Background: an optimization exercise with open tools, aiming at small area and a short achievable clock period. Do not read the settings as production practice. For this run, only the layout was checked, not whether the RTL still works. No activity file was given, so power comes from the tool's default toggle rates.

$ cat flow/config.mk
export PLATFORM = sky130hd
export DESIGN_NAME = MAC
export DESIGN_NICKNAME = MAC
export VERILOG_FILES = /design/flow/design.v
export SDC_FILE = /design/flow/constraint.sdc
export NUM_CORES = 4
export LEC_CHECK = 0
export CAP_MARGIN = 20
export CORE_MARGIN = 2
export CORE_UTILIZATION = 60
export CTS_BUF_LIST = sky130_fd_sc_hd__clkbuf_4 sky130_fd_sc_hd__clkbuf_8
export PLACE_DENSITY = 0.7
export SLEW_MARGIN = 20
$ cat flow/constraint.sdc
create_clock -name core_clock -period 12.0 [get_ports {i_clk}]
set_input_delay 2.4000 -clock core_clock [delete_from_list [all_inputs] [get_ports {i_clk}]]
set_output_delay 2.4000 -clock core_clock [all_outputs]
set_load 0.01 [all_outputs]
$ cat flow/design.v
module MAC #(parameter ABIT = 16, BBIT = 16, EBIT = 8)
(
	i_clk,
	i_a, i_b, i_loadVal,
	i_load, i_add, i_useMul,
	o_result
);
	input i_clk, i_load, i_add, i_useMul;
	input signed [15:0] i_a;
	input signed [15:0] i_b;
	input signed [39:0] i_loadVal;
	output signed [39:0] o_result;
  reg [39:0] S;
  reg [27:0] C;   
  wire one1;
  wire two2;
  wire neg3;
  wire x4;
  wire x5;
  wire x6;
  wire x7;
  wire x8;
  wire x9;
  wire x10;
  wire x11;
  wire x12;
  wire x13;
  wire x14;
  wire x15;
  wire x16;
  wire x17;
  wire x18;
  wire x19;
  wire pp20;
  wire pp21;
  wire pp22;
  wire pp23;
  wire pp24;
  wire pp25;
  wire pp26;
  wire pp27;
  wire pp28;
  wire pp29;
  wire pp30;
  wire pp31;
  wire pp32;
  wire pp33;
  wire pp34;
  wire pp35;
  wire pp36;
  wire pp37;
  wire negc38;
  wire one39;
  wire two40;
  wire neg41;
  wire x42;
  wire x43;
  wire x44;
  wire x45;
  wire x46;
  wire x47;
  wire x48;
  wire x49;
  wire x50;
  wire x51;
  wire x52;
  wire x53;
  wire x54;
  wire x55;
  wire x56;
  wire x57;
  wire pp58;
  wire pp59;
  wire pp60;
  wire pp61;
  wire pp62;
  wire pp63;
  wire pp64;
  wire pp65;
  wire pp66;
  wire pp67;
  wire pp68;
  wire pp69;
  wire pp70;
  wire pp71;
  wire pp72;
  wire pp73;
  wire pp74;
  wire pp75;
  wire negc76;
  wire one77;
  wire two78;
  wire neg79;
  wire x80;
  wire x81;
  wire x82;
  wire x83;
  wire x84;
  wire x85;
  wire x86;
  wire x87;
  wire x88;
  wire x89;
  wire x90;
  wire x91;
  wire x92;
  wire x93;
  wire x94;
  wire x95;
  wire pp96;
  wire pp97;
  wire pp98;
  wire pp99;
  wire pp100;
  wire pp101;
  wire pp102;
  wire pp103;
  wire pp104;
  wire pp105;
  wire pp106;
  wire pp107;
  wire pp108;
  wire pp109;
  wire pp110;
  wire pp111;
  wire pp112;
  wire pp113;
  wire negc114;
  wire one115;
  wire two116;
  wire neg117;
  wire x118;
  wire x119;
  wire x120;
  wire x121;
  wire x122;
  wire x123;
  wire x124;
  wire x125;
  wire x126;
  wire x127;
  wire x128;
  wire x129;
  wire x130;
  wire x131;
  wire x132;
  wire x133;
  wire pp134;
  wire pp135;
  wire pp136;
  wire pp137;
  wire pp138;
  wire pp139;
  wire pp140;
  wire pp141;
  wire pp142;
  wire pp143;
  wire pp144;
  wire pp145;
  wire pp146;
  wire pp147;
  wire pp148;
  wire pp149;
  wire pp150;
  wire pp151;
  wire negc152;
  wire one153;
  wire two154;
  wire neg155;
  wire x156;
  wire x157;
  wire x158;
  wire x159;
  wire x160;
  wire x161;
  wire x162;
  wire x163;
  wire x164;
  wire x165;
  wire x166;
  wire x167;
  wire x168;
  wire x169;
  wire x170;
  wire x171;
  wire pp172;
  wire pp173;
  wire pp174;
  wire pp175;
  wire pp176;
  wire pp177;
  wire pp178;
  wire pp179;
  wire pp180;
  wire pp181;
  wire pp182;
  wire pp183;
  wire pp184;
  wire pp185;
  wire pp186;
  wire pp187;
  wire pp188;
  wire pp189;
  wire negc190;
  wire one191;
  wire two192;
  wire neg193;
  wire x194;
  wire x195;
  wire x196;
  wire x197;
  wire x198;
  wire x199;
  wire x200;
  wire x201;
  wire x202;
  wire x203;
  wire x204;
  wire x205;
  wire x206;
  wire x207;
  wire x208;
  wire x209;
  wire pp210;
  wire pp211;
  wire pp212;
  wire pp213;
  wire pp214;
  wire pp215;
  wire pp216;
  wire pp217;
  wire pp218;
  wire pp219;
  wire pp220;
  wire pp221;
  wire pp222;
  wire pp223;
  wire pp224;
  wire pp225;
  wire pp226;
  wire pp227;
  wire negc228;
  wire one229;
  wire two230;
  wire neg231;
  wire x232;
  wire x233;
  wire x234;
  wire x235;
  wire x236;
  wire x237;
  wire x238;
  wire x239;
  wire x240;
  wire x241;
  wire x242;
  wire x243;
  wire x244;
  wire x245;
  wire x246;
  wire x247;
  wire pp248;
  wire pp249;
  wire pp250;
  wire pp251;
  wire pp252;
  wire pp253;
  wire pp254;
  wire pp255;
  wire pp256;
  wire pp257;
  wire pp258;
  wire pp259;
  wire pp260;
  wire pp261;
  wire pp262;
  wire pp263;
  wire pp264;
  wire pp265;
  wire negc266;
  wire one267;
  wire two268;
  wire neg269;
  wire x270;
  wire x271;
  wire x272;
  wire x273;
  wire x274;
  wire x275;
  wire x276;
  wire x277;
  wire x278;
  wire x279;
  wire x280;
  wire x281;
  wire x282;
  wire x283;
  wire x284;
  wire x285;
  wire pp286;
  wire pp287;
  wire pp288;
  wire pp289;
  wire pp290;
  wire pp291;
  wire pp292;
  wire pp293;
  wire pp294;
  wire pp295;
  wire pp296;
  wire pp297;
  wire pp298;
  wire pp299;
  wire pp300;
  wire pp301;
  wire pp302;
  wire pp303;
  wire negc304;
  wire base305;
  wire base306;
  wire base307;
  wire base308;
  wire base309;
  wire base310;
  wire base311;
  wire base312;
  wire base313;
  wire base314;
  wire base315;
  wire base316;
  wire base317;
  wire base318;
  wire base319;
  wire base320;
  wire base321;
  wire base322;
  wire base323;
  wire base324;
  wire base325;
  wire base326;
  wire base327;
  wire base328;
  wire base329;
  wire base330;
  wire base331;
  wire base332;
  wire base333;
  wire base334;
  wire base335;
  wire base336;
  wire base337;
  wire base338;
  wire base339;
  wire base340;
  wire base341;
  wire base342;
  wire base343;
  wire base344;
  wire [7:0] btop345;
  wire n346;
  wire n347;
  wire n348;
  wire n349;
  wire n350;
  wire n351;
  wire n352;
  wire n353;
  wire n354;
  wire n355;
  wire n356;
  wire n357;
  wire n358;
  wire n359;
  wire n360;
  wire n361;
  wire n362;
  wire n363;
  wire n364;
  wire n365;
  wire n366;
  wire n367;
  wire n368;
  wire n369;
  wire n370;
  wire n371;
  wire n372;
  wire n373;
  wire n374;
  wire n375;
  wire n376;
  wire n377;
  wire n378;
  wire n379;
  wire n380;
  wire n381;
  wire n382;
  wire n383;
  wire n384;
  wire n385;
  wire n386;
  wire n387;
  wire n388;
  wire n389;
  wire n390;
  wire n391;
  wire n392;
  wire n393;
  wire n394;
  wire n395;
  wire n396;
  wire n397;
  wire n398;
  wire n399;
  wire n400;
  wire n401;
  wire n402;
  wire n403;
  wire n404;
  wire n405;
  wire n406;
  wire n407;
  wire n408;
  wire n409;
  wire n410;
  wire n411;
  wire n412;
  wire n413;
  wire n414;
  wire n415;
  wire n416;
  wire n417;
  wire n418;
  wire n419;
  wire n420;
  wire n421;
  wire n422;
  wire n423;
  wire n424;
  wire n425;
  wire n426;
  wire n427;
  wire n428;
  wire n429;
  wire n430;
  wire n431;
  wire n432;
  wire n433;
  wire n434;
  wire n435;
  wire n436;
  wire n437;
  wire n438;
  wire n439;
  wire n440;
  wire n441;
  wire n442;
  wire n443;
  wire n444;
  wire n445;
  wire n446;
  wire n447;
  wire n448;
  wire n449;
  wire n450;
  wire n451;
  wire n452;
  wire n453;
  wire n454;
  wire n455;
  wire n456;
  wire n457;
  wire n458;
  wire n459;
  wire n460;
  wire n461;
  wire n462;
  wire n463;
  wire n464;
  wire n465;
  wire n466;
  wire n467;
  wire n468;
  wire n469;
  wire n470;
  wire n471;
  wire n472;
  wire n473;
  wire n474;
  wire n475;
  wire n476;
  wire n477;
  wire n478;
  wire n479;
  wire n480;
  wire n481;
  wire n482;
  wire n483;
  wire n484;
  wire n485;
  wire n486;
  wire n487;
  wire n488;
  wire n489;
  wire n490;
  wire n491;
  wire n492;
  wire n493;
  wire n494;
  wire n495;
  wire n496;
  wire n497;
  wire n498;
  wire n499;
  wire n500;
  wire n501;
  wire n502;
  wire n503;
  wire n504;
  wire n505;
  wire n506;
  wire n507;
  wire n508;
  wire n509;
  wire n510;
  wire n511;
  wire n512;
  wire n513;
  wire n514;
  wire n515;
  wire n516;
  wire n517;
  wire n518;
  wire n519;
  wire n520;
  wire n521;
  wire n522;
  wire n523;
  wire n524;
  wire n525;
  wire n526;
  wire n527;
  wire n528;
  wire n529;
  wire n530;
  wire n531;
  wire n532;
  wire n533;
  wire n534;
  wire n535;
  wire n536;
  wire n537;
  wire n538;
  wire n539;
  wire n540;
  wire n541;
  wire n542;
  wire n543;
  wire n544;
  wire n545;
  wire n546;
  wire n547;
  wire n548;
  wire n549;
  wire n550;
  wire n551;
  wire n552;
  wire n553;
  wire n554;
  wire n555;
  wire n556;
  wire n557;
  wire n558;
  wire n559;
  wire n560;
  wire n561;
  wire n562;
  wire n563;
  wire n564;
  wire n565;
  wire n566;
  wire n567;
  wire n568;
  wire n569;
  wire n570;
  wire n571;
  wire n572;
  wire n573;
  wire n574;
  wire n575;
  wire n576;
  wire n577;
  wire n578;
  wire n579;
  wire n580;
  wire n581;
  wire n582;
  wire n583;
  wire n584;
  wire n585;
  wire n586;
  wire n587;
  wire n588;
  wire n589;
  wire n590;
  wire n591;
  wire n592;
  wire n593;
  wire n594;
  wire n595;
  wire n596;
  wire n597;
  wire n598;
  wire n599;
  wire n600;
  wire n601;
  wire n602;
  wire n603;
  wire n604;
  wire n605;
  wire n606;
  wire n607;
  wire n608;
  wire n609;
  wire n610;
  wire n611;
  wire n612;
  wire n613;
  wire n614;
  wire n615;
  wire n616;
  wire n617;
  wire n618;
  wire n619;
  wire n620;
  wire n621;
  wire n622;
  wire n623;
  wire n624;
  wire n625;
  wire n626;
  wire n627;
  wire n628;
  wire n629;
  wire n630;
  wire n631;
  wire n632;
  wire n633;
  assign one1 = i_useMul & i_b[0];
  assign two2 = i_useMul & i_b[1] & ~i_b[0];
  assign neg3 = i_b[1] ^ ~i_add;
  assign x4 = i_a[0] ^ neg3;
  assign x5 = i_a[1] ^ neg3;
  assign x6 = i_a[2] ^ neg3;
  assign x7 = i_a[3] ^ neg3;
  assign x8 = i_a[4] ^ neg3;
  assign x9 = i_a[5] ^ neg3;
  assign x10 = i_a[6] ^ neg3;
  assign x11 = i_a[7] ^ neg3;
  assign x12 = i_a[8] ^ neg3;
  assign x13 = i_a[9] ^ neg3;
  assign x14 = i_a[10] ^ neg3;
  assign x15 = i_a[11] ^ neg3;
  assign x16 = i_a[12] ^ neg3;
  assign x17 = i_a[13] ^ neg3;
  assign x18 = i_a[14] ^ neg3;
  assign x19 = i_a[15] ^ neg3;
  assign pp20 = (one1 & x4) | (two2 & neg3);
  assign pp21 = (one1 & x5) | (two2 & x4);
  assign pp22 = (one1 & x6) | (two2 & x5);
  assign pp23 = (one1 & x7) | (two2 & x6);
  assign pp24 = (one1 & x8) | (two2 & x7);
  assign pp25 = (one1 & x9) | (two2 & x8);
  assign pp26 = (one1 & x10) | (two2 & x9);
  assign pp27 = (one1 & x11) | (two2 & x10);
  assign pp28 = (one1 & x12) | (two2 & x11);
  assign pp29 = (one1 & x13) | (two2 & x12);
  assign pp30 = (one1 & x14) | (two2 & x13);
  assign pp31 = (one1 & x15) | (two2 & x14);
  assign pp32 = (one1 & x16) | (two2 & x15);
  assign pp33 = (one1 & x17) | (two2 & x16);
  assign pp34 = (one1 & x18) | (two2 & x17);
  assign pp35 = (one1 & x19) | (two2 & x18);
  assign pp36 = (one1 & x19) | (two2 & x19);
  assign pp37 = ~pp36;
  assign negc38 = neg3 & (one1 | two2);
  assign one39 = i_useMul & (i_b[2] ^ i_b[1]);
  assign two40 = i_useMul & ((i_b[3] & ~i_b[2] & ~i_b[1]) | (~i_b[3] & i_b[2] & i_b[1]));
  assign neg41 = i_b[3] ^ ~i_add;
  assign x42 = i_a[0] ^ neg41;
  assign x43 = i_a[1] ^ neg41;
  assign x44 = i_a[2] ^ neg41;
  assign x45 = i_a[3] ^ neg41;
  assign x46 = i_a[4] ^ neg41;
  assign x47 = i_a[5] ^ neg41;
  assign x48 = i_a[6] ^ neg41;
  assign x49 = i_a[7] ^ neg41;
  assign x50 = i_a[8] ^ neg41;
  assign x51 = i_a[9] ^ neg41;
  assign x52 = i_a[10] ^ neg41;
  assign x53 = i_a[11] ^ neg41;
  assign x54 = i_a[12] ^ neg41;
  assign x55 = i_a[13] ^ neg41;
  assign x56 = i_a[14] ^ neg41;
  assign x57 = i_a[15] ^ neg41;
  assign pp58 = (one39 & x42) | (two40 & neg41);
  assign pp59 = (one39 & x43) | (two40 & x42);
  assign pp60 = (one39 & x44) | (two40 & x43);
  assign pp61 = (one39 & x45) | (two40 & x44);
  assign pp62 = (one39 & x46) | (two40 & x45);
  assign pp63 = (one39 & x47) | (two40 & x46);
  assign pp64 = (one39 & x48) | (two40 & x47);
  assign pp65 = (one39 & x49) | (two40 & x48);
  assign pp66 = (one39 & x50) | (two40 & x49);
  assign pp67 = (one39 & x51) | (two40 & x50);
  assign pp68 = (one39 & x52) | (two40 & x51);
  assign pp69 = (one39 & x53) | (two40 & x52);
  assign pp70 = (one39 & x54) | (two40 & x53);
  assign pp71 = (one39 & x55) | (two40 & x54);
  assign pp72 = (one39 & x56) | (two40 & x55);
  assign pp73 = (one39 & x57) | (two40 & x56);
  assign pp74 = (one39 & x57) | (two40 & x57);
  assign pp75 = ~pp74;
  assign negc76 = neg41 & (one39 | two40);
  assign one77 = i_useMul & (i_b[4] ^ i_b[3]);
  assign two78 = i_useMul & ((i_b[5] & ~i_b[4] & ~i_b[3]) | (~i_b[5] & i_b[4] & i_b[3]));
  assign neg79 = i_b[5] ^ ~i_add;
  assign x80 = i_a[0] ^ neg79;
  assign x81 = i_a[1] ^ neg79;
  assign x82 = i_a[2] ^ neg79;
  assign x83 = i_a[3] ^ neg79;
  assign x84 = i_a[4] ^ neg79;
  assign x85 = i_a[5] ^ neg79;
  assign x86 = i_a[6] ^ neg79;
  assign x87 = i_a[7] ^ neg79;
  assign x88 = i_a[8] ^ neg79;
  assign x89 = i_a[9] ^ neg79;
  assign x90 = i_a[10] ^ neg79;
  assign x91 = i_a[11] ^ neg79;
  assign x92 = i_a[12] ^ neg79;
  assign x93 = i_a[13] ^ neg79;
  assign x94 = i_a[14] ^ neg79;
  assign x95 = i_a[15] ^ neg79;
  assign pp96 = (one77 & x80) | (two78 & neg79);
  assign pp97 = (one77 & x81) | (two78 & x80);
  assign pp98 = (one77 & x82) | (two78 & x81);
  assign pp99 = (one77 & x83) | (two78 & x82);
  assign pp100 = (one77 & x84) | (two78 & x83);
  assign pp101 = (one77 & x85) | (two78 & x84);
  assign pp102 = (one77 & x86) | (two78 & x85);
  assign pp103 = (one77 & x87) | (two78 & x86);
  assign pp104 = (one77 & x88) | (two78 & x87);
  assign pp105 = (one77 & x89) | (two78 & x88);
  assign pp106 = (one77 & x90) | (two78 & x89);
  assign pp107 = (one77 & x91) | (two78 & x90);
  assign pp108 = (one77 & x92) | (two78 & x91);
  assign pp109 = (one77 & x93) | (two78 & x92);
  assign pp110 = (one77 & x94) | (two78 & x93);
  assign pp111 = (one77 & x95) | (two78 & x94);
  assign pp112 = (one77 & x95) | (two78 & x95);
  assign pp113 = ~pp112;
  assign negc114 = neg79 & (one77 | two78);
  assign one115 = i_useMul & (i_b[6] ^ i_b[5]);
  assign two116 = i_useMul & ((i_b[7] & ~i_b[6] & ~i_b[5]) | (~i_b[7] & i_b[6] & i_b[5]));
  assign neg117 = i_b[7] ^ ~i_add;
  assign x118 = i_a[0] ^ neg117;
  assign x119 = i_a[1] ^ neg117;
  assign x120 = i_a[2] ^ neg117;
  assign x121 = i_a[3] ^ neg117;
  assign x122 = i_a[4] ^ neg117;
  assign x123 = i_a[5] ^ neg117;
  assign x124 = i_a[6] ^ neg117;
  assign x125 = i_a[7] ^ neg117;
  assign x126 = i_a[8] ^ neg117;
  assign x127 = i_a[9] ^ neg117;
  assign x128 = i_a[10] ^ neg117;
  assign x129 = i_a[11] ^ neg117;
  assign x130 = i_a[12] ^ neg117;
  assign x131 = i_a[13] ^ neg117;
  assign x132 = i_a[14] ^ neg117;
  assign x133 = i_a[15] ^ neg117;
  assign pp134 = (one115 & x118) | (two116 & neg117);
  assign pp135 = (one115 & x119) | (two116 & x118);
  assign pp136 = (one115 & x120) | (two116 & x119);
  assign pp137 = (one115 & x121) | (two116 & x120);
  assign pp138 = (one115 & x122) | (two116 & x121);
  assign pp139 = (one115 & x123) | (two116 & x122);
  assign pp140 = (one115 & x124) | (two116 & x123);
  assign pp141 = (one115 & x125) | (two116 & x124);
  assign pp142 = (one115 & x126) | (two116 & x125);
  assign pp143 = (one115 & x127) | (two116 & x126);
  assign pp144 = (one115 & x128) | (two116 & x127);
  assign pp145 = (one115 & x129) | (two116 & x128);
  assign pp146 = (one115 & x130) | (two116 & x129);
  assign pp147 = (one115 & x131) | (two116 & x130);
  assign pp148 = (one115 & x132) | (two116 & x131);
  assign pp149 = (one115 & x133) | (two116 & x132);
  assign pp150 = (one115 & x133) | (two116 & x133);
  assign pp151 = ~pp150;
  assign negc152 = neg117 & (one115 | two116);
  assign one153 = i_useMul & (i_b[8] ^ i_b[7]);
  assign two154 = i_useMul & ((i_b[9] & ~i_b[8] & ~i_b[7]) | (~i_b[9] & i_b[8] & i_b[7]));
  assign neg155 = i_b[9] ^ ~i_add;
  assign x156 = i_a[0] ^ neg155;
  assign x157 = i_a[1] ^ neg155;
  assign x158 = i_a[2] ^ neg155;
  assign x159 = i_a[3] ^ neg155;
  assign x160 = i_a[4] ^ neg155;
  assign x161 = i_a[5] ^ neg155;
  assign x162 = i_a[6] ^ neg155;
  assign x163 = i_a[7] ^ neg155;
  assign x164 = i_a[8] ^ neg155;
  assign x165 = i_a[9] ^ neg155;
  assign x166 = i_a[10] ^ neg155;
  assign x167 = i_a[11] ^ neg155;
  assign x168 = i_a[12] ^ neg155;
  assign x169 = i_a[13] ^ neg155;
  assign x170 = i_a[14] ^ neg155;
  assign x171 = i_a[15] ^ neg155;
  assign pp172 = (one153 & x156) | (two154 & neg155);
  assign pp173 = (one153 & x157) | (two154 & x156);
  assign pp174 = (one153 & x158) | (two154 & x157);
  assign pp175 = (one153 & x159) | (two154 & x158);
  assign pp176 = (one153 & x160) | (two154 & x159);
  assign pp177 = (one153 & x161) | (two154 & x160);
  assign pp178 = (one153 & x162) | (two154 & x161);
  assign pp179 = (one153 & x163) | (two154 & x162);
  assign pp180 = (one153 & x164) | (two154 & x163);
  assign pp181 = (one153 & x165) | (two154 & x164);
  assign pp182 = (one153 & x166) | (two154 & x165);
  assign pp183 = (one153 & x167) | (two154 & x166);
  assign pp184 = (one153 & x168) | (two154 & x167);
  assign pp185 = (one153 & x169) | (two154 & x168);
  assign pp186 = (one153 & x170) | (two154 & x169);
  assign pp187 = (one153 & x171) | (two154 & x170);
  assign pp188 = (one153 & x171) | (two154 & x171);
  assign pp189 = ~pp188;
  assign negc190 = neg155 & (one153 | two154);
  assign one191 = i_useMul & (i_b[10] ^ i_b[9]);
  assign two192 = i_useMul & ((i_b[11] & ~i_b[10] & ~i_b[9]) | (~i_b[11] & i_b[10] & i_b[9]));
  assign neg193 = i_b[11] ^ ~i_add;
  assign x194 = i_a[0] ^ neg193;
  assign x195 = i_a[1] ^ neg193;
  assign x196 = i_a[2] ^ neg193;
  assign x197 = i_a[3] ^ neg193;
  assign x198 = i_a[4] ^ neg193;
  assign x199 = i_a[5] ^ neg193;
  assign x200 = i_a[6] ^ neg193;
  assign x201 = i_a[7] ^ neg193;
  assign x202 = i_a[8] ^ neg193;
  assign x203 = i_a[9] ^ neg193;
  assign x204 = i_a[10] ^ neg193;
  assign x205 = i_a[11] ^ neg193;
  assign x206 = i_a[12] ^ neg193;
  assign x207 = i_a[13] ^ neg193;
  assign x208 = i_a[14] ^ neg193;
  assign x209 = i_a[15] ^ neg193;
  assign pp210 = (one191 & x194) | (two192 & neg193);
  assign pp211 = (one191 & x195) | (two192 & x194);
  assign pp212 = (one191 & x196) | (two192 & x195);
  assign pp213 = (one191 & x197) | (two192 & x196);
  assign pp214 = (one191 & x198) | (two192 & x197);
  assign pp215 = (one191 & x199) | (two192 & x198);
  assign pp216 = (one191 & x200) | (two192 & x199);
  assign pp217 = (one191 & x201) | (two192 & x200);
  assign pp218 = (one191 & x202) | (two192 & x201);
  assign pp219 = (one191 & x203) | (two192 & x202);
  assign pp220 = (one191 & x204) | (two192 & x203);
  assign pp221 = (one191 & x205) | (two192 & x204);
  assign pp222 = (one191 & x206) | (two192 & x205);
  assign pp223 = (one191 & x207) | (two192 & x206);
  assign pp224 = (one191 & x208) | (two192 & x207);
  assign pp225 = (one191 & x209) | (two192 & x208);
  assign pp226 = (one191 & x209) | (two192 & x209);
  assign pp227 = ~pp226;
  assign negc228 = neg193 & (one191 | two192);
  assign one229 = i_useMul & (i_b[12] ^ i_b[11]);
  assign two230 = i_useMul & ((i_b[13] & ~i_b[12] & ~i_b[11]) | (~i_b[13] & i_b[12] & i_b[11]));
  assign neg231 = i_b[13] ^ ~i_add;
  assign x232 = i_a[0] ^ neg231;
  assign x233 = i_a[1] ^ neg231;
  assign x234 = i_a[2] ^ neg231;
  assign x235 = i_a[3] ^ neg231;
  assign x236 = i_a[4] ^ neg231;
  assign x237 = i_a[5] ^ neg231;
  assign x238 = i_a[6] ^ neg231;
  assign x239 = i_a[7] ^ neg231;
  assign x240 = i_a[8] ^ neg231;
  assign x241 = i_a[9] ^ neg231;
  assign x242 = i_a[10] ^ neg231;
  assign x243 = i_a[11] ^ neg231;
  assign x244 = i_a[12] ^ neg231;
  assign x245 = i_a[13] ^ neg231;
  assign x246 = i_a[14] ^ neg231;
  assign x247 = i_a[15] ^ neg231;
  assign pp248 = (one229 & x232) | (two230 & neg231);
  assign pp249 = (one229 & x233) | (two230 & x232);
  assign pp250 = (one229 & x234) | (two230 & x233);
  assign pp251 = (one229 & x235) | (two230 & x234);
  assign pp252 = (one229 & x236) | (two230 & x235);
  assign pp253 = (one229 & x237) | (two230 & x236);
  assign pp254 = (one229 & x238) | (two230 & x237);
  assign pp255 = (one229 & x239) | (two230 & x238);
  assign pp256 = (one229 & x240) | (two230 & x239);
  assign pp257 = (one229 & x241) | (two230 & x240);
  assign pp258 = (one229 & x242) | (two230 & x241);
  assign pp259 = (one229 & x243) | (two230 & x242);
  assign pp260 = (one229 & x244) | (two230 & x243);
  assign pp261 = (one229 & x245) | (two230 & x244);
  assign pp262 = (one229 & x246) | (two230 & x245);
  assign pp263 = (one229 & x247) | (two230 & x246);
  assign pp264 = (one229 & x247) | (two230 & x247);
  assign pp265 = ~pp264;
  assign negc266 = neg231 & (one229 | two230);
  assign one267 = i_useMul & (i_b[14] ^ i_b[13]);
  assign two268 = i_useMul & ((i_b[15] & ~i_b[14] & ~i_b[13]) | (~i_b[15] & i_b[14] & i_b[13]));
  assign neg269 = i_b[15] ^ ~i_add;
  assign x270 = i_a[0] ^ neg269;
  assign x271 = i_a[1] ^ neg269;
  assign x272 = i_a[2] ^ neg269;
  assign x273 = i_a[3] ^ neg269;
  assign x274 = i_a[4] ^ neg269;
  assign x275 = i_a[5] ^ neg269;
  assign x276 = i_a[6] ^ neg269;
  assign x277 = i_a[7] ^ neg269;
  assign x278 = i_a[8] ^ neg269;
  assign x279 = i_a[9] ^ neg269;
  assign x280 = i_a[10] ^ neg269;
  assign x281 = i_a[11] ^ neg269;
  assign x282 = i_a[12] ^ neg269;
  assign x283 = i_a[13] ^ neg269;
  assign x284 = i_a[14] ^ neg269;
  assign x285 = i_a[15] ^ neg269;
  assign pp286 = (one267 & x270) | (two268 & neg269);
  assign pp287 = (one267 & x271) | (two268 & x270);
  assign pp288 = (one267 & x272) | (two268 & x271);
  assign pp289 = (one267 & x273) | (two268 & x272);
  assign pp290 = (one267 & x274) | (two268 & x273);
  assign pp291 = (one267 & x275) | (two268 & x274);
  assign pp292 = (one267 & x276) | (two268 & x275);
  assign pp293 = (one267 & x277) | (two268 & x276);
  assign pp294 = (one267 & x278) | (two268 & x277);
  assign pp295 = (one267 & x279) | (two268 & x278);
  assign pp296 = (one267 & x280) | (two268 & x279);
  assign pp297 = (one267 & x281) | (two268 & x280);
  assign pp298 = (one267 & x282) | (two268 & x281);
  assign pp299 = (one267 & x283) | (two268 & x282);
  assign pp300 = (one267 & x284) | (two268 & x283);
  assign pp301 = (one267 & x285) | (two268 & x284);
  assign pp302 = (one267 & x285) | (two268 & x285);
  assign pp303 = ~pp302;
  assign negc304 = neg269 & (one267 | two268);
  assign base305 = i_load ? i_loadVal[0] : o_result[0];
  assign base306 = i_load ? i_loadVal[1] : o_result[1];
  assign base307 = i_load ? i_loadVal[2] : o_result[2];
  assign base308 = i_load ? i_loadVal[3] : o_result[3];
  assign base309 = i_load ? i_loadVal[4] : o_result[4];
  assign base310 = i_load ? i_loadVal[5] : o_result[5];
  assign base311 = i_load ? i_loadVal[6] : o_result[6];
  assign base312 = i_load ? i_loadVal[7] : o_result[7];
  assign base313 = i_load ? i_loadVal[8] : o_result[8];
  assign base314 = i_load ? i_loadVal[9] : o_result[9];
  assign base315 = i_load ? i_loadVal[10] : o_result[10];
  assign base316 = i_load ? i_loadVal[11] : o_result[11];
  assign base317 = i_load ? i_loadVal[12] : o_result[12];
  assign base318 = i_load ? i_loadVal[13] : o_result[13];
  assign base319 = i_load ? i_loadVal[14] : o_result[14];
  assign base320 = i_load ? i_loadVal[15] : o_result[15];
  assign base321 = i_load ? i_loadVal[16] : o_result[16];
  assign base322 = i_load ? i_loadVal[17] : o_result[17];
  assign base323 = i_load ? i_loadVal[18] : o_result[18];
  assign base324 = i_load ? i_loadVal[19] : o_result[19];
  assign base325 = i_load ? i_loadVal[20] : o_result[20];
  assign base326 = i_load ? i_loadVal[21] : o_result[21];
  assign base327 = i_load ? i_loadVal[22] : o_result[22];
  assign base328 = i_load ? i_loadVal[23] : o_result[23];
  assign base329 = i_load ? i_loadVal[24] : o_result[24];
  assign base330 = i_load ? i_loadVal[25] : o_result[25];
  assign base331 = i_load ? i_loadVal[26] : o_result[26];
  assign base332 = i_load ? i_loadVal[27] : o_result[27];
  assign base333 = i_load ? i_loadVal[28] : o_result[28];
  assign base334 = i_load ? i_loadVal[29] : o_result[29];
  assign base335 = i_load ? i_loadVal[30] : o_result[30];
  assign base336 = i_load ? i_loadVal[31] : o_result[31];
  assign base337 = i_load ? i_loadVal[32] : o_result[32];
  assign base338 = i_load ? i_loadVal[33] : o_result[33];
  assign base339 = i_load ? i_loadVal[34] : o_result[34];
  assign base340 = i_load ? i_loadVal[35] : o_result[35];
  assign base341 = i_load ? i_loadVal[36] : o_result[36];
  assign base342 = i_load ? i_loadVal[37] : o_result[37];
  assign base343 = i_load ? i_loadVal[38] : o_result[38];
  assign base344 = i_load ? i_loadVal[39] : o_result[39];
  assign btop345 = {base344, base343, base342, base341, base340, base339, base338, base337} + 8'd255;
  assign {n347, n346} = base305 + pp20 + negc38;
  assign {n349, n348} = base306 + pp21 + n347;
  assign {n351, n350} = base307 + pp22 + pp58;
  assign {n353, n352} = negc76 + n350 + n349;
  assign {n355, n354} = base308 + pp23 + pp59;
  assign {n357, n356} = n351 + n354 + n353;
  assign {n359, n358} = base309 + pp24 + pp60;
  assign {n361, n360} = pp96 + negc114 + n355;
  assign n362 = n358 ^ n360;
  assign n363 = n358 & n360;
  assign {n365, n364} = base310 + pp25 + pp61;
  assign {n367, n366} = pp97 + n359 + n364;
  assign n368 = n361 ^ n366;
  assign n369 = n361 & n366;
  assign {n371, n370} = base311 + pp26 + pp62;
  assign {n373, n372} = pp98 + pp134 + negc152;
  assign {n375, n374} = n365 + n370 + n372;
  assign n376 = n367 ^ n374;
  assign n377 = n367 & n374;
  assign {n379, n378} = base312 + pp27 + pp63;
  assign {n381, n380} = pp99 + pp135 + n371;
  assign {n383, n382} = n373 + n378 + n380;
  assign n384 = n375 ^ n377;
  assign n385 = n375 & n377;
  assign {n387, n386} = base313 + pp28 + pp64;
  assign {n389, n388} = pp100 + pp136 + pp172;
  assign {n391, n390} = negc190 + n379 + n386;
  assign {n393, n392} = n388 + n381 + n390;
  assign n394 = n383 ^ n385;
  assign n395 = n383 & n385;
  assign {n397, n396} = base314 + pp29 + pp65;
  assign {n399, n398} = pp101 + pp137 + pp173;
  assign {n401, n400} = n387 + n389 + n396;
  assign {n403, n402} = n398 + n391 + n400;
  assign n404 = n393 ^ n402;
  assign n405 = n393 & n402;
  assign {n407, n406} = base315 + pp30 + pp66;
  assign {n409, n408} = pp102 + pp138 + pp174;
  assign {n411, n410} = pp210 + negc228 + n397;
  assign {n413, n412} = n399 + n406 + n408;
  assign {n415, n414} = n410 + n401 + n412;
  assign n416 = n403 ^ n414;
  assign n417 = n403 & n414;
  assign {n419, n418} = base316 + pp31 + pp67;
  assign {n421, n420} = pp103 + pp139 + pp175;
  assign {n423, n422} = pp211 + n407 + n409;
  assign {n425, n424} = n418 + n420 + n411;
  assign {n427, n426} = n422 + n413 + n424;
  assign n428 = n415 ^ n417;
  assign n429 = n415 & n417;
  assign {n431, n430} = base317 + pp32 + pp68;
  assign {n433, n432} = pp104 + pp140 + pp176;
  assign {n435, n434} = pp212 + pp248 + negc266;
  assign {n437, n436} = n419 + n421 + n430;
  assign {n439, n438} = n432 + n434 + n423;
  assign {n441, n440} = n436 + n425 + n438;
  assign n442 = n427 ^ n440;
  assign n443 = n427 & n440;
  assign {n445, n444} = base318 + pp33 + pp69;
  assign {n447, n446} = pp105 + pp141 + pp177;
  assign {n449, n448} = pp213 + pp249 + n431;
  assign {n451, n450} = n433 + n435 + n444;
  assign {n453, n452} = n446 + n448 + n437;
  assign {n455, n454} = n450 + n439 + n452;
  assign n456 = n441 ^ n454;
  assign n457 = n441 & n454;
  assign {n459, n458} = base319 + pp34 + pp70;
  assign {n461, n460} = pp106 + pp142 + pp178;
  assign {n463, n462} = pp214 + pp250 + pp286;
  assign {n465, n464} = negc304 + n445 + n447;
  assign {n467, n466} = n458 + n460 + n462;
  assign {n469, n468} = n449 + n464 + n451;
  assign {n471, n470} = n466 + n453 + n468;
  assign n472 = n455 ^ n470;
  assign n473 = n455 & n470;
  assign {n475, n474} = base320 + pp35 + pp71;
  assign {n477, n476} = pp107 + pp143 + pp179;
  assign {n479, n478} = pp215 + pp251 + pp287;
  assign {n481, n480} = n459 + n461 + n463;
  assign {n483, n482} = n474 + n476 + n478;
  assign {n485, n484} = n465 + n480 + n467;
  assign {n487, n486} = n482 + n469 + n484;
  assign n488 = n471 ^ n486;
  assign n489 = n471 & n486;
  assign n490 = ~(base321 ^ pp37);
  assign n491 = base321 | pp37;
  assign {n493, n492} = pp72 + pp108 + pp144;
  assign {n495, n494} = pp180 + pp216 + pp252;
  assign {n497, n496} = pp288 + n490 + n475;
  assign {n499, n498} = n477 + n479 + n492;
  assign {n501, n500} = n494 + n481 + n496;
  assign {n503, n502} = n483 + n498 + n485;
  assign {n505, n504} = n500 + n487 + n502;
  assign n506 = ~(base322 ^ pp73);
  assign n507 = base322 | pp73;
  assign {n509, n508} = pp109 + pp145 + pp181;
  assign {n511, n510} = pp217 + pp253 + pp289;
  assign {n513, n512} = n491 + n506 + n493;
  assign {n515, n514} = n495 + n508 + n510;
  assign {n517, n516} = n497 + n512 + n499;
  assign {n519, n518} = n514 + n501 + n516;
  assign n520 = n503 ^ n518;
  assign n521 = n503 & n518;
  assign {n523, n522} = base323 + pp75 + pp110;
  assign {n525, n524} = pp146 + pp182 + pp218;
  assign {n527, n526} = pp254 + pp290 + n507;
  assign {n529, n528} = n509 + n511 + n522;
  assign {n531, n530} = n524 + n526 + n513;
  assign {n533, n532} = n515 + n528 + n530;
  assign {n535, n534} = n517 + n532 + n519;
  assign n536 = ~(base324 ^ pp111);
  assign n537 = base324 | pp111;
  assign {n539, n538} = pp147 + pp183 + pp219;
  assign {n541, n540} = pp255 + pp291 + n536;
  assign {n543, n542} = n523 + n525 + n538;
  assign {n545, n544} = n527 + n540 + n529;
  assign {n547, n546} = n542 + n531 + n544;
  assign n548 = n533 ^ n546;
  assign n549 = n533 & n546;
  assign {n551, n550} = base325 + pp113 + pp148;
  assign {n553, n552} = pp184 + pp220 + pp256;
  assign {n555, n554} = pp292 + n537 + n539;
  assign {n557, n556} = n550 + n552 + n541;
  assign {n559, n558} = n554 + n543 + n556;
  assign {n561, n560} = n545 + n558 + n547;
  assign n562 = ~(base326 ^ pp149);
  assign n563 = base326 | pp149;
  assign {n565, n564} = pp185 + pp221 + pp257;
  assign {n567, n566} = pp293 + n562 + n551;
  assign {n569, n568} = n553 + n564 + n555;
  assign {n571, n570} = n566 + n557 + n568;
  assign n572 = n559 ^ n570;
  assign n573 = n559 & n570;
  assign {n575, n574} = base327 + pp151 + pp186;
  assign {n577, n576} = pp222 + pp258 + pp294;
  assign {n579, n578} = n563 + n565 + n574;
  assign {n581, n580} = n576 + n567 + n578;
  assign {n583, n582} = n569 + n580 + n571;
  assign n584 = ~(base328 ^ pp187);
  assign n585 = base328 | pp187;
  assign {n587, n586} = pp223 + pp259 + pp295;
  assign {n589, n588} = n584 + n575 + n577;
  assign {n591, n590} = n586 + n588 + n579;
  assign n592 = n581 ^ n590;
  assign n593 = n581 & n590;
  assign {n595, n594} = base329 + pp189 + pp224;
  assign {n597, n596} = pp260 + pp296 + n585;
  assign {n599, n598} = n587 + n594 + n596;
  assign {n601, n600} = n589 + n598 + n591;
  assign n602 = ~(base330 ^ pp225);
  assign n603 = base330 | pp225;
  assign {n605, n604} = pp261 + pp297 + n602;
  assign {n607, n606} = n595 + n597 + n604;
  assign n608 = n599 ^ n606;
  assign n609 = n599 & n606;
  assign {n611, n610} = base331 + pp227 + pp262;
  assign {n613, n612} = pp298 + n603 + n610;
  assign {n615, n614} = n605 + n612 + n607;
  assign n616 = ~(base332 ^ pp263);
  assign n617 = base332 | pp263;
  assign {n619, n618} = pp299 + n616 + n611;
  assign n620 = n618 ^ n613;
  assign n621 = n618 & n613;
  assign {n623, n622} = base333 + pp265 + pp300;
  assign {n625, n624} = n617 + n622 + n619;
  assign n626 = ~(base334 ^ pp301);
  assign n627 = base334 | pp301;
  assign n628 = n626 ^ n623;
  assign n629 = n626 & n623;
  assign {n631, n630} = base335 + pp303 + n627;
  assign n632 = ~(base336 ^ n631);
  assign n633 = base336 | n631;
  assign o_result = S + {1'b0, 1'b0, 1'b0, 1'b0, 1'b0, 1'b0, 1'b0, C[27], 1'b0, C[26], C[25], C[24], C[23], C[22], C[21], C[20], C[19], C[18], C[17], C[16], C[15], C[14], C[13], C[12], C[11], C[10], C[9], C[8], C[7], C[6], C[5], C[4], C[3], C[2], C[1], C[0], 1'b0, 1'b0, 1'b0, 1'b0};
  always @(posedge i_clk) begin
    S <= {btop345[7], btop345[6], btop345[5], btop345[4], btop345[3], btop345[2], btop345[1], btop345[0], n632, n629, n628, n621, n620, n609, n608, n593, n592, n573, n572, n549, n535, n521, n505, n489, n473, n457, n443, n429, n426, n405, n395, n392, n382, n369, n363, n362, n356, n352, n348, n346};
    C <= {n633, n630, n625, n624, n615, n614, n601, n600, n583, n582, n561, n560, n548, n534, n520, n504, n488, n472, n456, n442, n428, n416, n404, n394, n384, n376, n368, n357};
  end
endmodule
$ cat flow/flow/run.sh
#!/bin/bash
set -euo pipefail
export BUFFER_PORTS_ARGS="-buffer_cell sky130_fd_sc_hd__buf_2"
export SYNTH_ARGS="-noabc"
export SETUP_SLACK_MARGIN=6.5
bash standard.sh > standard.log 2>&1
$ cat flow/standard.sh
#!/bin/bash
# synth_recipe.tcl (not shown) runs the flow's synth.tcl, then flattens the netlist and writes it again
# the make line also repeats each setting of config.mk as NAME=value (left out here)
make -C /OpenROAD-flow-scripts/flow DESIGN_CONFIG=/design/flow/config.mk WORK_HOME=/design/flow/orfs CLKGATE_MAP_FILE= SYNTH_SCRIPT=/design/flow/synth_recipe.tcl "${@:-finish}"
==> impl_metrics.json <==
{
  "status": "no timing/DRC/antenna violations",
  "dp_hpwl_mm": 22.0,
  "clk_pin_slew_ns": 0.10,
  "regArea_mm2": 0.00136,
  "clock_latency_ns": 0.39,
  "syn_inst": 1101,
  "synth_area_leader_cell": "fa_1",
  "max-slew-margin-rel_pct": 62.3,
  "num_io_pins": 116,
  "cap_violations": 0,
  "n_fill_cell": 1323,
  "path_class": "in -> reg",
  "async_flop_share_pct": 0,
  "final_max_slew_viol_count": 0,
  "drtIter0Drc": 647,
  "peakVddDrop_v": 0.000155,
  "cts_tree": "done",
  "multiInputGateArea_mm2": 0.00834,
  "viasPerCell": 6.08,
  "max_freq_ghz": 0.184,
  "drtPass1Iterations": 6,
  "syn_area_mm2": 0.00980,
  "worstSetupEndpointType": "flop",
  "drtAntennaViolNets": 0,
  "cts_root_buf": "clkbuf_8",
  "worst-path-max-fanout": 16,
  "cts_sinks": 68,
  "die_w_um": 132,
  "vias": 8508,
  "syn_area_per_cell_um2": 8.90,
  "first_global_vias": 8266,
  "hold_viol": 0,
  "p_leak_nw": 4.75,
  "fin_crit_ns": 5.43,
  "cts_buffer_depth": 2,
  "final_common_cell": "xnor2_1",
  "grt_pass1_wl_mm": 43.8,
  "layout.nets": 1428,
  "antenna_found_initial": 0,
  "wl_per_cell_um": 20.0,
  "post-route-period-util_pct": 45.3,
  "hold_ws_ns": 0.654,
  "synthTopCellsByArea": "fa_1, dfxtp_1, xnor2_1, ha_1, o22ai_1",
  "drt_wl_total_mm": 28.0,
  "arrival_ns": 5.69,
  "ys_types": 66,
  "worstSetupStartpointType": "input port",
  "drive_above_1_share_pct": 23.9,
  "n_antenna_cell": 0,
  "crit_required_ns": 12.25,
  "grt-ovfl-total": 0,
  "synthFlopType": "dfxtp_1",
  "grt_usage_pct": 32.3,
  "place_congestion": 0.999,
  "ys_seq_area_share_pct": 13.9,
  "placeableCoreArea_mm2": 0.0159,
  "dieArea_mm2": 0.0174,
  "synth_top_area_share_pct": 23.9,
  "rsz0062_at_grt": "yes",
  "yosysWarnings": 1,
  "remaining_drc_errors": 0,
  "synth-edff-count": 0,
  "io_buffers": 115,
  "setup_viol": 0,
  "die_h_um": 132,
  "tightest_slew_ns": 0.565,
  "hp-class": "reg -> reg",
  "std_cell_rows": 46,
  "clock_skew_ns": 0.0271,
  "initial_core_util_pct": 61.5,
  "p_per_area_mw_per_mm2": 267,
  "area_growth_pct": 14.6,
  "ys_ff_latch": 68,
  "layout_common_cells": "xnor2_1, buf_2, nand2_1",
  "cts_max_level": 3,
  "synth_fp_nets": 1351,
  "cts_buffers": 9,
  "grt_start_max_net_pins": 45,
  "finalSetupTns_ns": 0
}
==> synth_stat cells (all sizes together), types with 3 or more instances <==
cell	n
nor2	51
fa	117
a31oi	8
mux2	10
nand3	7
o31ai	4
nor2b	27
buf	31
a22oi	31
and2	11
a31o	4
dfxtp	68
a21o	8
ha	57
nor3	8
o21bai	3
a211oi	3
clkbuf	58
nand2b	3
o22a	4
nand2	118
mux2i	13
nand4	15
o21ai	27
or2	5
a21oi	55
xor2	50
o21a	5
a221oi	3
o22ai	97
inv	33
a21boi	3
xnor2	134
==> flip-flops by register name (all words and copies together) (netlist names) <==
signal	count
S	40
C	28
==> metal layers <==
layer	wire length, um	share of wire (%)	global-route usage (%)
met5	0	0	0
met4	746	2.7	10.4
met3	2440	8.7	6.31
met2	12400	44	50.4
met1	12400	44	45.5
==> area by class of cell <==
class	instances	share of cell area, %
multi-input cells	910	74.2
flip-flops and latches	68	12.1
repair buffers	155	8.25
well taps	216	2.41
inverters	34	1.25
clock buffers	9	1.10
clock inverters	7	0.668
==> cells by family (layout without fill, tap and decap cells) <==
group	count (synthesis)	after routing	share of synthesized area, %
AND/OR/NAND/NOR	257	257	12.2
buffers and inverters	123	205	5.13
adder cells (fa/ha/maj)	174	174	31.2
flip-flops	68	68	13.9
AO/OA/AOI/OAI	272	272	18.7
XOR/XNOR	184	184	16.5
multiplexers	23	23	2.48
==> worst paths after layout <==
kind                              from  endpoint  slack, ns  cells past startpoint
worst min register to register    S[0]      S[0]       0.65                      2
worst min-delay path              S[0]      S[0]       0.65                      2
worst max-delay path            i_b[3]     C[12]       6.57                     10
worst max register to register    C[0]     C[12]       7.26                     17
==> through the flow <==
stage	cells	total power [W]	util, %	instance area (um2)	worst slack [ns]
6_report	1399	0.00299	70.5	11200	6.57
5_1_grt	1399	0.00331	70.5	11200	6.46
4_1_cts	1385	0.00296	69.0	11000	6.47
3_5_place_dp	1345	0.00271	66.0	10500	5.21
3_3_place_gp	1345	0.00264	66.0	10500	5.28
2_1_floorplan	1101	0.00208	-	10200	6.37
==> where the power goes <==
part | total [W] | switching [W] | leakage, nW | internal [W]
combinational | 0.00237 | 0.00135 | 4.09 | 0.00102
clock | 0.000202 | 0.000105 | 0.0918 | 0.0000966
sequential | 0.000424 | 0.0000533 | 0.569 | 0.000370
total | 0.00299 | 0.00151 | 4.75 | 0.00148
==> worst max-delay path, stage by stage <==
cell,delay [ns]
buf_2,0.21
nand2_1,0.07
o21ai_1,0.33
nand2_4,0.21
o22ai_1,0.27
fa_2,0.50
fa_2,0.37
fa_2,0.34
fa_1,0.48
fa_1,0.49
==> timing repair <==
item	CTS	global route
setup endpoints to repair	43	29
gates resized for setup	25	37
hold buffers	0	0
hold endpoints to repair	0	0
buffers inserted	24	14
pin swaps	11	8

==> what the ideal ports hide <==
Ports are ideal in the flow. The routed layout listed here was re-timed in OpenROAD.
Step 1 sets driving cells, clkbuf_16 on the clock port and buf_2 on the other inputs (assumed; they add their load-dependent delay and slew).
Step 2 also shifts input and output timing later by t, the mid clock arrival at the registers, as if the neighbouring blocks saw the same clock.
a / b / c = ideal ports / drivers / drivers and shift; a / b = the first two.
t, ns: 0.412
setup slack, ns: 6.565 / 6.573 / 6.165
worst setup path at the end: input to register
After both steps setup and hold are still met in this run. For this run, drivers alone change the setup slack by +0.008 ns; drivers and shift together by -0.400 ns.
